This design comes from an exercise in tuning for small area, a short achievable clock period and few clock cycles per item on the open sky130 flow, not from production work. Function was checked by simulation only, so behaviour that the tests miss may differ from the original.

## flow/design.v (module list and top-level ports; edited modules follow where they fit)
// module SNN: 1887 lines
// module FA: 4 lines
// module PGN: 4 lines
// module XNM: 3 lines
// module ORM: 3 lines
// module XRM: 3 lines
// module ANM: 3 lines
module SNN(
	input clk,
	input rst_n,
	input in_valid,
	input [7:0] img,
	input [7:0] ker,
	input [7:0] weight,
	output reg out_valid,
	output reg [9:0] out_data
);
  // ...
==> flow/run.sh <==
#!/bin/bash
# synth_recipe.tcl (not shown) runs the flow's synth.tcl, then flattens the netlist and writes it again
# the make line also repeats each setting of config.mk as NAME=value (left out here)
make -C /OpenROAD-flow-scripts/flow DESIGN_CONFIG=/design/flow/config.mk WORK_HOME=/design/flow/orfs CLKGATE_MAP_FILE= SYNTH_SCRIPT=/design/flow/synth_recipe.tcl finish
==> flow/config.mk <==
export PLATFORM = sky130hd
export DESIGN_NAME = SNN
export DESIGN_NICKNAME = SNN
export VERILOG_FILES = /design/flow/design.v
export SDC_FILE = /design/flow/constraint.sdc
export NUM_CORES = 4
export LEC_CHECK = 0
export CAP_MARGIN = 20
export CORE_MARGIN = 2
export CORE_UTILIZATION = 55
export CTS_BUF_LIST = sky130_fd_sc_hd__clkbuf_8 sky130_fd_sc_hd__clkbuf_16
export CTS_CLUSTER_DIAMETER = 80
export CTS_CLUSTER_SIZE = 25
export SLEW_MARGIN = 20
export SYNTH_HIERARCHICAL = 1
==> flow/constraint.sdc <==
create_clock -name core_clock -period 15.0 [get_ports {clk}]
set_input_delay 3.0000 -clock core_clock [delete_from_list [all_inputs] [get_ports {clk}]]
set_output_delay 3.0000 -clock core_clock [all_outputs]
set_load 0.01 [all_outputs]
==> run summary, run 1 <==
# TYPE chip_impl_metric gauge
chip_impl_info{name="clock_tree.root_cell",value="sky130_fd_sc_hd__clkbuf_16"} 1
chip_impl_metric{name="clockBufferCount",unit=""} 29
chip_impl_info{name="worstReg2RegEnd",value="r3b[10]"} 1
chip_impl_info{name="largest-register",value="r3a"} 1
chip_impl_metric{name="placement_rows",unit=""} 87
chip_impl_metric{name="vias",unit=""} 18000
chip_impl_metric{name="data_required_time_at_the_worst_endpoint",unit="ns"} 12.00
chip_impl_metric{name="port_buffers",unit=""} 37
chip_impl_metric{name="worst_slew_slack_as_a_fraction_of_its_limit",unit="%"} 31.9
chip_impl_metric{name="clk-insertion-delay-late",unit="ns"} 0.61
chip_impl_metric{name="syn-mean-instance-area",unit="um2"} 12.2
chip_impl_metric{name="gp_congestion",unit=""} 0.952
chip_impl_metric{name="post-place-ws",unit="ns"} 10.71
chip_impl_metric{name="avgViaCountPerCell",unit=""} 5.55
chip_impl_metric{name="comb.multi_input.count",unit=""} 1841
chip_impl_metric{name="area_growth_syn_to_layout",unit="%"} 5.56
chip_impl_info{name="tritoncts_clock_tree",value="done"} 1
chip_impl_metric{name="filler_cell_count",unit=""} 4661
chip_impl_metric{name="hold_depth",unit=""} 0
chip_impl_metric{name="post-cts-setup-buffers",unit=""} 0
chip_impl_metric{name="die_h",unit="um"} 242
chip_impl_metric{name="slew_violations",unit=""} 0
chip_impl_metric{name="clk_transition_reported_paths",unit="ns"} 0.10
chip_impl_metric{name="layout.nets",unit=""} 3163
chip_impl_info{name="run_status",value="complete, no violations"} 1
chip_impl_metric{name="number_of_hold_buffers_added_after_cts",unit=""} 0
chip_impl_metric{name="multi_input_area_share",unit="%"} 58.6
chip_impl_metric{name="initial_antenna_violation_count",unit=""} 3
chip_impl_metric{name="setup.reg_to_reg.worst_slack",unit="ns"} 10.76
chip_impl_info{name="area_dominant_class",value="multi-input combinational cells"} 1
chip_impl_metric{name="layoutNonFillerInstCount",unit=""} 3238
chip_impl_metric{name="register_area",unit="mm2"} 0.0109
chip_impl_info{name="rsz0062_at_grt",value="no"} 1
chip_impl_metric{name="timing.final.ws_setup",unit="ns"} 10.51
chip_impl_metric{name="slowest_delay",unit="ns"} 0.54
chip_impl_metric{name="clock_tree.htree_level_count",unit=""} 1
chip_impl_metric{name="drt_first_iter_violations",unit=""} 1027
chip_impl_metric{name="syn_inst",unit=""} 2555
Testbench counts, summed over its fixed seeds: cycles 25,920, items 320.
==> inputs of run 2 (changes only) <==
--- a/flow/design.v
+++ b/flow/design.v
@@ -1670,112 +1670,198 @@
 wire al_c1 = ~ys_n[1];
 wire al_c2 = ~ys_n[2];
 wire al_c3 = ~ys_n[3];
 wire al_c4 = ~ys_n[4];
 wire al_c5 = ~ys_n[5];
 wire al_c6 = ~ys_n[6];
 wire al_c7 = ~ys_n[7];
 wire al_c8 = ~ys_n[8];
-wire al_c9 = gq0n[0] & al_c1;
-wire al_c10 = gq0n[1] & al_c2;
-wire al_c11 = gq0n[2] & al_c3;
-wire al_c12 = gq0n[3] & al_c4;
-wire al_c13 = gq0n[4] & al_c5;
-wire al_c14 = gq0n[5] & al_c6;
-wire al_c15 = gq0n[6] & al_c7;
-wire al_c16 = gq0n[7] & al_c8;
-wire al_c17 = 1'b0 & 1'b1;
-wire al_c18 = gq0n[0] ^ al_c1;
-wire al_c19 = gq0n[1] ^ al_c2;
-wire al_c20 = gq0n[2] ^ al_c3;
-wire al_c21 = gq0n[3] ^ al_c4;
-wire al_c22 = gq0n[4] ^ al_c5;
-wire al_c23 = gq0n[5] ^ al_c6;
-wire al_c24 = gq0n[6] ^ al_c7;
-wire al_c25 = gq0n[7] ^ al_c8;
-wire al_c26 = 1'b0 ^ 1'b1;
-wire al_c27 = ~1'b1;
-wire al_c28 = al_c9 | (al_c18 & al_c27);
-wire al_c29, al_c30; PGN ual_c29 (al_c10, al_c19, al_c28, al_c18, al_c29, al_c30);
-wire al_c31, al_c32; PGN ual_c31 (al_c12, al_c21, al_c11, al_c20, al_c31, al_c32);
-wire al_c33, al_c34; PGN ual_c33 (al_c14, al_c23, al_c13, al_c22, al_c33, al_c34);
-wire al_c35, al_c36; PGN ual_c35 (al_c16, al_c25, al_c15, al_c24, al_c35, al_c36);
-wire al_c37, al_c38; PGN ual_c37 (al_c31, al_c32, al_c29, al_c30, al_c37, al_c38);
-wire al_c39, al_c40; PGN ual_c39 (al_c35, al_c36, al_c33, al_c34, al_c39, al_c40);
-wire al_c41, al_c42; PGN ual_c41 (al_c39, al_c40, al_c37, al_c38, al_c41, al_c42);
-wire al_c43, al_c44; PGN ual_c43 (al_c33, al_c34, al_c37, al_c38, al_c43, al_c44);
-wire al_c45, al_c46; PGN ual_c45 (al_c11, al_c20, al_c29, al_c30, al_c45, al_c46);
-wire al_c47, al_c48; PGN ual_c47 (al_c13, al_c22, al_c37, al_c38, al_c47, al_c48);
-wire al_c49, al_c50; PGN ual_c49 (al_c15, al_c24, al_c43, al_c44, al_c49, al_c50);
-wire al_c51, al_c52; PGN ual_c51 (al_c17, al_c26, al_c41, al_c42, al_c51, al_c52);
-wire al_c53 = ~(al_c18 ^ al_c27);
-wire al_c54 = ~(al_c19 ^ al_c28);
-wire al_c55 = ~(al_c20 ^ al_c29);
-wire al_c56 = ~(al_c21 ^ al_c45);
-wire al_c57 = ~(al_c22 ^ al_c37);
-wire al_c58 = ~(al_c23 ^ al_c47);
-wire al_c59 = ~(al_c24 ^ al_c43);
-wire al_c60 = ~(al_c25 ^ al_c49);
-wire al_c61 = ~(al_c26 ^ al_c41);
-wire al_c62 = ~(al_c53 ^ al_c61);
-wire al_c63 = ~(al_c54 ^ al_c61);
-wire al_c64 = ~(al_c55 ^ al_c61);
-wire al_c65 = ~(al_c56 ^ al_c61);
-wire al_c66 = ~(al_c57 ^ al_c61);
-wire al_c67 = ~(al_c58 ^ al_c61);
-wire al_c68 = ~(al_c59 ^ al_c61);
-wire al_c69 = ~(al_c60 ^ al_c61);
-wire al_c70 = dbn[0] & al_c62;
-wire al_c71 = dbn[1] & al_c63;
-wire al_c72 = dbn[2] & al_c64;
-wire al_c73 = dbn[3] & al_c65;
-wire al_c74 = dbn[4] & al_c66;
-wire al_c75 = dbn[5] & al_c67;
-wire al_c76 = dbn[6] & al_c68;
-wire al_c77 = dbn[7] & al_c69;
-wire al_c78 = dbn[8] & 1'b1;
-wire al_c79 = dbn[9] & 1'b1;
-wire al_c80 = dbn[0] ^ al_c62;
-wire al_c81 = dbn[1] ^ al_c63;
-wire al_c82 = dbn[2] ^ al_c64;
-wire al_c83 = dbn[3] ^ al_c65;
-wire al_c84 = dbn[4] ^ al_c66;
-wire al_c85 = dbn[5] ^ al_c67;
-wire al_c86 = dbn[6] ^ al_c68;
-wire al_c87 = dbn[7] ^ al_c69;
-wire al_c88 = dbn[8] ^ 1'b1;
-wire al_c89 = dbn[9] ^ 1'b1;
-wire al_c90 = ~al_c61;
-wire al_c91 = al_c70 | (al_c80 & al_c90);
-wire al_c92, al_c93; PGN ual_c92 (al_c71, al_c81, al_c91, al_c80, al_c92, al_c93);
-wire al_c94, al_c95; PGN ual_c94 (al_c73, al_c83, al_c72, al_c82, al_c94, al_c95);
-wire al_c96, al_c97; PGN ual_c96 (al_c75, al_c85, al_c74, al_c84, al_c96, al_c97);
-wire al_c98, al_c99; PGN ual_c98 (al_c77, al_c87, al_c76, al_c86, al_c98, al_c99);
-wire al_c100, al_c101; PGN ual_c100 (al_c79, al_c89, al_c78, al_c88, al_c100, al_c101);
-wire al_c102, al_c103; PGN ual_c102 (al_c94, al_c95, al_c92, al_c93, al_c102, al_c103);
-wire al_c104, al_c105; PGN ual_c104 (al_c98, al_c99, al_c96, al_c97, al_c104, al_c105);
-wire al_c106, al_c107; PGN ual_c106 (al_c104, al_c105, al_c102, al_c103, al_c106, al_c107);
-wire al_c108, al_c109; PGN ual_c108 (al_c96, al_c97, al_c102, al_c103, al_c108, al_c109);
-wire al_c110, al_c111; PGN ual_c110 (al_c100, al_c101, al_c106, al_c107, al_c110, al_c111);
-wire al_c112, al_c113; PGN ual_c112 (al_c72, al_c82, al_c92, al_c93, al_c112, al_c113);
-wire al_c114, al_c115; PGN ual_c114 (al_c74, al_c84, al_c102, al_c103, al_c114, al_c115);
-wire al_c116, al_c117; PGN ual_c116 (al_c76, al_c86, al_c108, al_c109, al_c116, al_c117);
-wire al_c118, al_c119; PGN ual_c118 (al_c78, al_c88, al_c106, al_c107, al_c118, al_c119);
-wire al_c120 = ~(al_c80 ^ al_c90);
-wire al_c121 = ~(al_c81 ^ al_c91);
-wire al_c122 = ~(al_c82 ^ al_c92);
-wire al_c123 = ~(al_c83 ^ al_c112);
-wire al_c124 = ~(al_c84 ^ al_c102);
-wire al_c125 = ~(al_c85 ^ al_c114);
-wire al_c126 = ~(al_c86 ^ al_c108);
-wire al_c127 = ~(al_c87 ^ al_c116);
-wire al_c128 = ~(al_c88 ^ al_c106);
-wire al_c129 = ~(al_c89 ^ al_c118);
-wire [9:0] dnew = {al_c129, al_c128, al_c127, al_c126, al_c125, al_c124, al_c123, al_c122, al_c121, al_c120};
+wire al_1, al_2; XRM ual_1 (dbn[0], gq0n[0], al_1); ANM ual_2 (dbn[0], gq0n[0], al_2);
+wire al_3, al_4; FA ual_3 (dbn[1], gq0n[1], al_c2, al_3, al_4);
+wire al_5, al_6; FA ual_5 (dbn[2], gq0n[2], al_c3, al_5, al_6);
+wire al_7, al_8; FA ual_7 (dbn[3], gq0n[3], al_c4, al_7, al_8);
+wire al_9, al_10; FA ual_9 (dbn[4], gq0n[4], al_c5, al_9, al_10);
+wire al_11, al_12; FA ual_11 (dbn[5], gq0n[5], al_c6, al_11, al_12);
+wire al_13, al_14; FA ual_13 (dbn[6], gq0n[6], al_c7, al_13, al_14);
+wire al_15, al_16; FA ual_15 (dbn[7], gq0n[7], al_c8, al_15, al_16);
+wire al_17, al_18; XRM ual_17 (dbn[8], al_16, al_17); ANM ual_18 (dbn[8], al_16, al_18);
+wire al_19 = ~dbn[9];
+wire al_c9 = al_c1 & al_1;
+wire al_c10 = al_2 & al_3;
+wire al_c11 = al_4 & al_5;
+wire al_c12 = al_6 & al_7;
+wire al_c13 = al_8 & al_9;
+wire al_c14 = al_10 & al_11;
+wire al_c15 = al_12 & al_13;
+wire al_c16 = al_14 & al_15;
+wire al_c17 = al_17 & 1'b1;
+wire al_c18 = al_18 & al_19;
+wire al_c19 = al_c1 ^ al_1;
+wire al_c20 = al_2 ^ al_3;
+wire al_c21 = al_4 ^ al_5;
+wire al_c22 = al_6 ^ al_7;
+wire al_c23 = al_8 ^ al_9;
+wire al_c24 = al_10 ^ al_11;
+wire al_c25 = al_12 ^ al_13;
+wire al_c26 = al_14 ^ al_15;
+wire al_c27 = al_17 ^ 1'b1;
+wire al_c28 = al_18 ^ al_19;
+wire al_c29 = al_c9 | (al_c19 & 1'b1);
+wire al_c30 = al_c10 | (al_c20 & al_c29);
+wire al_c31 = al_c20 & al_c19;
+wire al_c32 = al_c12 | (al_c22 & al_c11);
+wire al_c33 = al_c22 & al_c21;
+wire al_c34 = al_c14 | (al_c24 & al_c13);
+wire al_c35 = al_c24 & al_c23;
+wire al_c36 = al_c16 | (al_c26 & al_c15);
+wire al_c37 = al_c26 & al_c25;
+wire al_c38 = al_c18 | (al_c28 & al_c17);
+wire al_c39 = al_c28 & al_c27;
+wire al_c40 = al_c32 | (al_c33 & al_c30);
+wire al_c41 = al_c33 & al_c31;
+wire al_c42 = al_c36 | (al_c37 & al_c34);
+wire al_c43 = al_c37 & al_c35;
+wire al_c44 = al_c42 | (al_c43 & al_c40);
+wire al_c45 = al_c43 & al_c41;
+wire al_c46 = al_c34 | (al_c35 & al_c40);
+wire al_c47 = al_c35 & al_c41;
+wire al_c48 = al_c38 | (al_c39 & al_c44);
+wire al_c49 = al_c39 & al_c45;
+wire al_c50 = al_c11 | (al_c21 & al_c30);
+wire al_c51 = al_c21 & al_c31;
+wire al_c52 = al_c13 | (al_c23 & al_c40);
+wire al_c53 = al_c23 & al_c41;
+wire al_c54 = al_c15 | (al_c25 & al_c46);
+wire al_c55 = al_c25 & al_c47;
+wire al_c56 = al_c17 | (al_c27 & al_c44);
+wire al_c57 = al_c27 & al_c45;
+wire al_c58 = ~(al_c19 ^ 1'b1);
+wire al_c59 = ~(al_c20 ^ al_c29);
+wire al_c60 = ~(al_c21 ^ al_c30);
+wire al_c61 = ~(al_c22 ^ al_c50);
+wire al_c62 = ~(al_c23 ^ al_c40);
+wire al_c63 = ~(al_c24 ^ al_c52);
+wire al_c64 = ~(al_c25 ^ al_c46);
+wire al_c65 = ~(al_c26 ^ al_c54);
+wire al_c66 = ~(al_c27 ^ al_c44);
+wire al_c67 = ~(al_c28 ^ al_c56);
+wire al_20, al_21; XRM ual_20 (dbn[0], ys_n[1], al_20); ANM ual_21 (dbn[0], ys_n[1], al_21);
+wire al_22, al_23; FA ual_22 (dbn[1], ys_n[2], gq0[1], al_22, al_23);
+wire al_24, al_25; FA ual_24 (dbn[2], ys_n[3], gq0[2], al_24, al_25);
+wire al_26, al_27; FA ual_26 (dbn[3], ys_n[4], gq0[3], al_26, al_27);
+wire al_28, al_29; FA ual_28 (dbn[4], ys_n[5], gq0[4], al_28, al_29);
+wire al_30, al_31; FA ual_30 (dbn[5], ys_n[6], gq0[5], al_30, al_31);
+wire al_32, al_33; FA ual_32 (dbn[6], ys_n[7], gq0[6], al_32, al_33);
+wire al_34, al_35; FA ual_34 (dbn[7], ys_n[8], gq0[7], al_34, al_35);
+wire al_36, al_37; XRM ual_36 (dbn[8], al_35, al_36); ANM ual_37 (dbn[8], al_35, al_37);
+wire al_38 = ~dbn[9];
+wire al_c68 = gq0[0] & al_20;
+wire al_c69 = al_21 & al_22;
+wire al_c70 = al_23 & al_24;
+wire al_c71 = al_25 & al_26;
+wire al_c72 = al_27 & al_28;
+wire al_c73 = al_29 & al_30;
+wire al_c74 = al_31 & al_32;
+wire al_c75 = al_33 & al_34;
+wire al_c76 = al_36 & 1'b1;
+wire al_c77 = al_37 & al_38;
+wire al_c78 = gq0[0] ^ al_20;
+wire al_c79 = al_21 ^ al_22;
+wire al_c80 = al_23 ^ al_24;
+wire al_c81 = al_25 ^ al_26;
+wire al_c82 = al_27 ^ al_28;
+wire al_c83 = al_29 ^ al_30;
+wire al_c84 = al_31 ^ al_32;
+wire al_c85 = al_33 ^ al_34;
+wire al_c86 = al_36 ^ 1'b1;
+wire al_c87 = al_37 ^ al_38;
+wire al_c88 = al_c68 | (al_c78 & 1'b1);
+wire al_c89 = al_c69 | (al_c79 & al_c88);
+wire al_c90 = al_c79 & al_c78;
+wire al_c91 = al_c71 | (al_c81 & al_c70);
+wire al_c92 = al_c81 & al_c80;
+wire al_c93 = al_c73 | (al_c83 & al_c72);
+wire al_c94 = al_c83 & al_c82;
+wire al_c95 = al_c75 | (al_c85 & al_c74);
+wire al_c96 = al_c85 & al_c84;
+wire al_c97 = al_c77 | (al_c87 & al_c76);
+wire al_c98 = al_c87 & al_c86;
+wire al_c99 = al_c91 | (al_c92 & al_c89);
+wire al_c100 = al_c92 & al_c90;
+wire al_c101 = al_c95 | (al_c96 & al_c93);
+wire al_c102 = al_c96 & al_c94;
+wire al_c103 = al_c101 | (al_c102 & al_c99);
+wire al_c104 = al_c102 & al_c100;
+wire al_c105 = al_c93 | (al_c94 & al_c99);
+wire al_c106 = al_c94 & al_c100;
+wire al_c107 = al_c97 | (al_c98 & al_c103);
+wire al_c108 = al_c98 & al_c104;
+wire al_c109 = al_c70 | (al_c80 & al_c89);
+wire al_c110 = al_c80 & al_c90;
+wire al_c111 = al_c72 | (al_c82 & al_c99);
+wire al_c112 = al_c82 & al_c100;
+wire al_c113 = al_c74 | (al_c84 & al_c105);
+wire al_c114 = al_c84 & al_c106;
+wire al_c115 = al_c76 | (al_c86 & al_c103);
+wire al_c116 = al_c86 & al_c104;
+wire al_c117 = ~(al_c78 ^ 1'b1);
+wire al_c118 = ~(al_c79 ^ al_c88);
+wire al_c119 = ~(al_c80 ^ al_c89);
+wire al_c120 = ~(al_c81 ^ al_c109);
+wire al_c121 = ~(al_c82 ^ al_c99);
+wire al_c122 = ~(al_c83 ^ al_c111);
+wire al_c123 = ~(al_c84 ^ al_c105);
+wire al_c124 = ~(al_c85 ^ al_c113);
+wire al_c125 = ~(al_c86 ^ al_c103);
+wire al_c126 = ~(al_c87 ^ al_c115);
+wire al_c127 = gq0[0] & ys_n[1];
+wire al_c128 = gq0[1] & ys_n[2];
+wire al_c129 = gq0[2] & ys_n[3];
+wire al_c130 = gq0[3] & ys_n[4];
+wire al_c131 = gq0[4] & ys_n[5];
+wire al_c132 = gq0[5] & ys_n[6];
+wire al_c133 = gq0[6] & ys_n[7];
+wire al_c134 = gq0[7] & ys_n[8];
+wire al_c135 = gq0[0] ^ ys_n[1];
+wire al_c136 = gq0[1] ^ ys_n[2];
+wire al_c137 = gq0[2] ^ ys_n[3];
+wire al_c138 = gq0[3] ^ ys_n[4];
+wire al_c139 = gq0[4] ^ ys_n[5];
+wire al_c140 = gq0[5] ^ ys_n[6];
+wire al_c141 = gq0[6] ^ ys_n[7];
+wire al_c142 = gq0[7] ^ ys_n[8];
+wire al_c143 = al_c127 | al_c135;
+wire al_c144 = al_c128 | (al_c136 & al_c143);
+wire al_c145 = al_c136 & al_c135;
+wire al_c146 = al_c130 | (al_c138 & al_c129);
+wire al_c147 = al_c138 & al_c137;
+wire al_c148 = al_c132 | (al_c140 & al_c131);
+wire al_c149 = al_c140 & al_c139;
+wire al_c150 = al_c134 | (al_c142 & al_c133);
+wire al_c151 = al_c142 & al_c141;
+wire al_c152 = al_c129 | (al_c137 & al_c144);
+wire al_c153 = al_c137 & al_c145;
+wire al_c154 = al_c146 | (al_c147 & al_c144);
+wire al_c155 = al_c147 & al_c145;
+wire al_c156 = al_c133 | (al_c141 & al_c148);
+wire al_c157 = al_c141 & al_c149;
+wire al_c158 = al_c150 | (al_c151 & al_c148);
+wire al_c159 = al_c151 & al_c149;
+wire al_c160 = al_c131 | (al_c139 & al_c154);
+wire al_c161 = al_c139 & al_c155;
+wire al_c162 = al_c148 | (al_c149 & al_c154);
+wire al_c163 = al_c149 & al_c155;
+wire al_c164 = al_c156 | (al_c157 & al_c154);
+wire al_c165 = al_c157 & al_c155;
+wire al_c166 = al_c158 | (al_c159 & al_c154);
+wire al_c167 = al_c159 & al_c155;
+wire [9:0] dp = {al_c67, al_c66, al_c65, al_c64, al_c63, al_c62, al_c61, al_c60, al_c59, al_c58};
+wire [9:0] dm = {al_c126, al_c125, al_c124, al_c123, al_c122, al_c121, al_c120, al_c119, al_c118, al_c117};
+wire dge = al_c166;
 always @(posedge clk) begin
 	ys_n <= ~ysum;
 	qs <= qsum;
 end
 wire [7:0] gs = ~ys_n[8:1];
 reg pool_v0, pool_v1, pool_v2, pool_v3, pool_f;
 always @(*) begin
 	case (s)
@@ -1865,17 +1951,18 @@
 		g_img1 <= acc_n;
 		g_first <= (s == 7'd67);
 		fin <= (s == 7'd77);
 	end
 end
 wire [9:0] dbase = g_first ? 10'd0 : dacc;
 wire [9:0] dbn = ~dbase;
 wire [7:0] gq0n = ~gq0;
-wire dbig = dnew[9:4] != 6'd0;
+wire [9:0] dnew = dge ? dp : dm;
+wire dbig = dge ? (dp[9:4] != 6'd0) : (dm[9:4] != 6'd0);
 always @(posedge clk) begin
 	gq0 <= gq1; gq1 <= gq2; gq2 <= gq3; gq3 <= g_ins ? gs : gq0;
 	if (g_img1) dacc <= dnew;
 end
 always @(posedge clk or negedge rst_n) begin
 	if (!rst_n) begin
 		out_valid <= 1'b0;
 		out_data <= 10'd0;
@@ -1884,20 +1971,16 @@
 		out_data <= (fin && dbig) ? dnew : 10'd0;
 	end
 end
 endmodule
 module FA(input a, input b, input c, output s, output co);
   assign s = a ^ b ^ c;
   assign co = (a & b) | (a & c) | (b & c);
 endmodule
-module PGN(input g, input p, input gl, input pl, output go, output po);
-  assign go = g | (p & gl);
-  assign po = p & pl;
-endmodule
 module XNM(input a, input b, output y);
   assign y = ~(a ^ b);
 endmodule
 module ORM(input a, input b, output y);
   assign y = a | b;
 endmodule
 module XRM(input a, input b, output y);
   assign y = a ^ b;
==> flow/flow/run.sh (new file) <==
#!/bin/bash
set -euo pipefail
export BUFFER_PORTS_ARGS="-buffer_cell sky130_fd_sc_hd__buf_4"
export SETUP_SLACK_MARGIN=10.85
export CTS_ARGS="-sink_clustering_enable -repair_clock_nets -dont_use_dummy_load -sink_clustering_size 25 -sink_clustering_max_diameter 80 -buf_list {sky130_fd_sc_hd__clkbuf_8 sky130_fd_sc_hd__clkbuf_16}"
bash standard.sh > standard_flow.log 2>&1
==> flow/standard.sh (new file) <==
#!/bin/bash
# synth_recipe.tcl (not shown) runs the flow's synth.tcl, then flattens the netlist and writes it again
# the make line also repeats each setting of config.mk as NAME=value (left out here)
make -C /OpenROAD-flow-scripts/flow DESIGN_CONFIG=/design/flow/config.mk WORK_HOME=/design/flow/orfs CLKGATE_MAP_FILE= SYNTH_SCRIPT=/design/flow/synth_recipe.tcl "${@:-finish}"
removed: flow/run.sh
==> run 2 against run 1 <==
  * Worst setup slack better by 0.36 ns
  * Via count up 3.2%
  * Maximum frequency up 8.9%
  * Die area up 2.3%
  * Largest cell class unchanged
  * Clock skew up 0.033 ns
  * Cell count up 2.9%
  * Utilization about the same
  * Cell area up 2.4%
  * Critical endpoint is now out_data[6]
==> run summary, run 2 <==
# TYPE chip_impl_metric gauge
chip_impl_metric{name="clock-sinks",unit=""} 476
chip_impl_metric{name="final_core_util",unit="%"} 58.4
chip_impl_metric{name="synthesis.yosys.warnings",unit=""} 7
chip_impl_metric{name="critical_path_cell_count",unit=""} 1
chip_impl_metric{name="post_drt_wl_per_cell",unit="um"} 24.3
chip_impl_metric{name="drt_first_pass_iters",unit=""} 5
chip_impl_metric{name="die_h",unit="um"} 245
chip_impl_metric{name="effective_utilization_at_floorplan",unit="%"} 55.4
chip_impl_metric{name="worst_r2r_path_depth",unit=""} 8
chip_impl_metric{name="hold_depth",unit=""} 0
chip_impl_info{name="run_status",value="complete, no violations"} 1
chip_impl_metric{name="slew_violations",unit=""} 0
chip_impl_metric{name="design.portCount",unit=""} 38
chip_impl_metric{name="drt_first_iter_violations",unit=""} 1168
chip_impl_info{name="path_class",value="register to output port"} 1
chip_impl_metric{name="clk_path_buf_depth",unit=""} 3
chip_impl_info{name="clock_tree.root_cell",value="sky130_fd_sc_hd__clkbuf_16"} 1
chip_impl_metric{name="yosysTopAreaCellShare",unit="%"} 39.1
chip_impl_metric{name="critical_path_arrival",unit="ns"} 1.12
chip_impl_info{name="ys_top_cells_by_area",value="sky130_fd_sc_hd__fa_1 39%, sky130_fd_sc_hd__dfxtp_1 20%, sky130_fd_sc_hd__edfxtp_1 12%"} 1
chip_impl_info{name="registers_with_the_highest_flip_flop_counts",value="r3a (20), r2a (19), r3b (18)"} 1
chip_impl_metric{name="clk_transition_reported_paths",unit="ns"} 0.09
chip_impl_info{name="timing.rr.start",value="kb[5]"} 1
chip_impl_metric{name="timing.clock.skew",unit="ns"} 0.0565
chip_impl_metric{name="synth_area",unit="mm2"} 0.0318
chip_impl_info{name="hold_path.class",value="register to register"} 1
chip_impl_metric{name="global_route.usage.total",unit="%"} 28.5
chip_impl_metric{name="clock_tree.htree_level_count",unit=""} 1
chip_impl_metric{name="clk-insertion-delay-late",unit="ns"} 0.61
chip_impl_metric{name="final_min_period_over_clock_period",unit="%"} 27.5
chip_impl_metric{name="layout.nets",unit=""} 3302
chip_impl_metric{name="fp.dieW",unit="um"} 245
chip_impl_info{name="worst_setup_path_endpoint",value="out_data[6]"} 1
chip_impl_metric{name="drive_gt1_share",unit="%"} 9.74
chip_impl_metric{name="first_global_vias",unit=""} 21000
chip_impl_metric{name="floorplan.die_area",unit="mm2"} 0.0598
chip_impl_metric{name="wirelength",unit="mm"} 81.1
chip_impl_metric{name="totalNegativeSetupSlack",unit="ns"} 0
chip_impl_metric{name="flip_flop_count_of_the_largest_register_all_copies_and_words_added",unit=""} 20
chip_impl_info{name="largest-register",value="r3a"} 1
chip_impl_metric{name="postSynthRegisterBits",unit=""} 476
chip_impl_info{name="layout_common_cells",value="626 x sky130_fd_sc_hd__nand2_1, 618 x sky130_fd_sc_hd__fa_1, 268 x sky130_fd_sc_hd__dfxtp_1"} 1
chip_impl_metric{name="timing.final.ws_setup",unit="ns"} 10.88
chip_impl_metric{name="register_area",unit="mm2"} 0.0110
chip_impl_info{name="post_synth_most_frequent_cells",value="626 x sky130_fd_sc_hd__nand2_1, 621 x sky130_fd_sc_hd__fa_1, 323 x sky130_fd_sc_hd__dfxtp_1"} 1
chip_impl_metric{name="final_setup_viols",unit=""} 0
chip_impl_metric{name="cp.buffers_inverters",unit=""} 1
chip_impl_metric{name="setup.reg_to_reg.worst_slack",unit="ns"} 10.95
chip_impl_metric{name="grt_pass1_wl",unit="mm"} 126
chip_impl_metric{name="seq_area_frac_synth",unit="%"} 34.4
chip_impl_info{name="worstSetupStartpoint",value="out_data[6]"} 1
chip_impl_metric{name="filler_cell_count",unit=""} 4740
chip_impl_info{name="critical_path.top_delay_family",value="flip-flops"} 1
chip_impl_metric{name="avgViaCountPerCell",unit=""} 5.56
chip_impl_metric{name="max_slew.worst_pin.slew",unit="ns"} 1.00
chip_impl_metric{name="vias",unit=""} 18500
chip_impl_metric{name="worst_slew_slack_as_a_fraction_of_its_limit",unit="%"} 33.3
chip_impl_metric{name="yosys.cell_types.count",unit=""} 70
chip_impl_info{name="setup.worst_path.start_class",value="register"} 1
chip_impl_metric{name="minimum_period_implied_by_the_final_worst_setup_slack",unit="ns"} 4.12
chip_impl_info{name="endpoint_kind",value="output port"} 1
chip_impl_metric{name="data_required_time_at_the_worst_endpoint",unit="ns"} 12.00
chip_impl_info{name="worst_path_max_delay_cell",value="sky130_fd_sc_hd__dfrtp_1"} 1
chip_impl_info{name="tritoncts_clock_tree",value="done"} 1
chip_impl_metric{name="timing.critical_path.fanout_max",unit=""} 1
chip_impl_info{name="ys.flop_type",value="sky130_fd_sc_hd__dfxtp_1"} 1
chip_impl_metric{name="total_congestion_overflow_after_global_routing",unit=""} 0
chip_impl_metric{name="synth-async-reset-ratio",unit="%"} 4.83
chip_impl_metric{name="maximum_number_of_pins_on_one_net_before_global_route_repair",unit=""} 67
chip_impl_info{name="layout.cells.most_common",value="sky130_fd_sc_hd__nand2_1"} 1
chip_impl_metric{name="initial_antenna_violation_count",unit=""} 2
chip_impl_metric{name="syn_inst",unit=""} 2621
chip_impl_metric{name="post-place-ws",unit="ns"} 10.75
chip_impl_metric{name="gp_congestion",unit=""} 0.911
chip_impl_metric{name="final_hold_viol_count",unit=""} 0
chip_impl_metric{name="slowest_delay",unit="ns"} 0.39
chip_impl_metric{name="place.detailed.hpwl",unit="mm"} 64.7
chip_impl_info{name="path_cells",value="buf_6"} 1
chip_impl_info{name="rsz0062_at_grt",value="yes"} 1
chip_impl_metric{name="cts_buf_count",unit=""} 28
chip_impl_metric{name="multi_input_comb_area",unit="mm2"} 0.0198
chip_impl_metric{name="maxClockFrequency",unit="GHz"} 0.243
chip_impl_metric{name="syn-mean-instance-area",unit="um2"} 12.1
chip_impl_metric{name="placement_rows",unit=""} 88
chip_impl_info{name="worstReg2RegEnd",value="r3b[10]"} 1
chip_impl_metric{name="maxCapViolCount",unit=""} 0
chip_impl_metric{name="synth_edf_count",unit=""} 130
chip_impl_metric{name="ant_nets",unit=""} 0
chip_impl_metric{name="detail_route.drc_violations",unit=""} 0
chip_impl_metric{name="core-area",unit="mm2"} 0.0575
chip_impl_info{name="largest_area_contributor_in_the_synthesized_netlist",value="sky130_fd_sc_hd__fa_1"} 1
chip_impl_metric{name="area_growth_syn_to_layout",unit="%"} 5.59
chip_impl_info{name="synth.most_common_cell",value="sky130_fd_sc_hd__nand2_1"} 1
chip_impl_metric{name="port_buffers",unit=""} 37
run 2: per-stage QoR:
stage,hold WS (ns),cells,instance area (um2)
after global routing,0.315,3332,33600
after detailed placement,0.312,3262,32400
after floorplan,0.310,2631,31900
after global placement,0.311,3262,32400
final,0.309,3333,33600
after CTS,0.313,3298,33200
run 2: cell type report:
class                      count  share of cell area (%)
tap                          765                    2.85
antenna                        1                 0.00745
multi-input combinational   1865                    59.0
timing repair buffer          85                    2.02
clock buffer                  28                    2.09
inverter                     113                    1.26
sequential                   476                    32.8
run 2: modules after synthesis, one instance, submodules excluded:
module | cell area, um2 | copies in the design | cells inside | flops+latches
ORM | 6.26 | 44 | 1 | 0
XNM | 8.76 | 45 | 1 | 0
FA | 20.0 | 604 | 1 | 0
ANM | 6.26 | 13 | 1 | 0
SNN | 18900 | 1 | 1902 | 476
XRM | 8.76 | 13 | 1 | 0
run 2: how the worst min path moves through the flow:
stage	from	end	slack, ns
floorplan	gq1[0]	gq0[0]	0.31
global placement	gq3[3]	gq2[3]	0.31
detailed placement	sr2[4]	sr3[4]	0.31
CTS	sr4[6]	sr5[6]	0.31
global route	gq1[4]	gq0[4]	0.31
finish	sr9[5]	sr10[5]	0.31
run 2: kinds of logic after synthesis:
group,Yosys count,share of synthesized area [%]
muxes,58,2.17
xor gates and xnor gates,86,2.37
DFF,476,34.4
AOI/OAI and AO/OA,172,3.68
other,1,0.0118
and+or+nand+nor,832,11.4
adders and majority gates,706,42.4
buffers and inverters,290,3.59
run 2: per-layer routing:
metal / wire, um / GRT usage (%) / up-vias
li1: - / - / 8074
met1: 31600 / 35.5 / 9805
met2: 43000 / 52.0 / 506
met3: 3160 / 2.88 / 156
met4: 3310 / 9.70 / 0
met5: 0 / 0 / -
run 2: what timing repair did:
action / CTS / global route
setup endpoints to repair: 19 / 39
setup buffers: 8 / 34
hold buffers: 0 / 0
resized for setup: 21 / 55
pin swaps: 0 / 2
Testbench counts of run 2, summed over its fixed seeds: cycles 25,920, items 320.

[re-timing with driven ports]
The flow's constraints put no driver on any port. The routed layouts listed below were extracted and timed again, unchanged, in two steps. Step 1: set_driving_cell puts a clkbuf_16 on clk and a buf_2 on each other input, an assumption about the parent block. Step 2 adds t to the input delays and takes it off the output delays; t is the mean of the earliest and latest rising clock arrival at the registers after step 1. Input paths then give back, and output paths get back, about the clock's delay inside the block. Three values: ideal ports, drivers, drivers and shift; two values: the first two.
run	t (ns)	slack for setup (ns)	latest minus earliest clock arrival (ns)	slew at the worst register clock pin (ns)	cell pins on the clock port's net
run 1	0.660	10.514 / 10.453 / 10.760	0.024 / 0.024	0.10 / 0.10	1
run 2	0.644	10.879 / 10.818 / 10.950	0.059 / 0.060	0.10 / 0.10	1
After both steps every run listed still meets setup and hold.
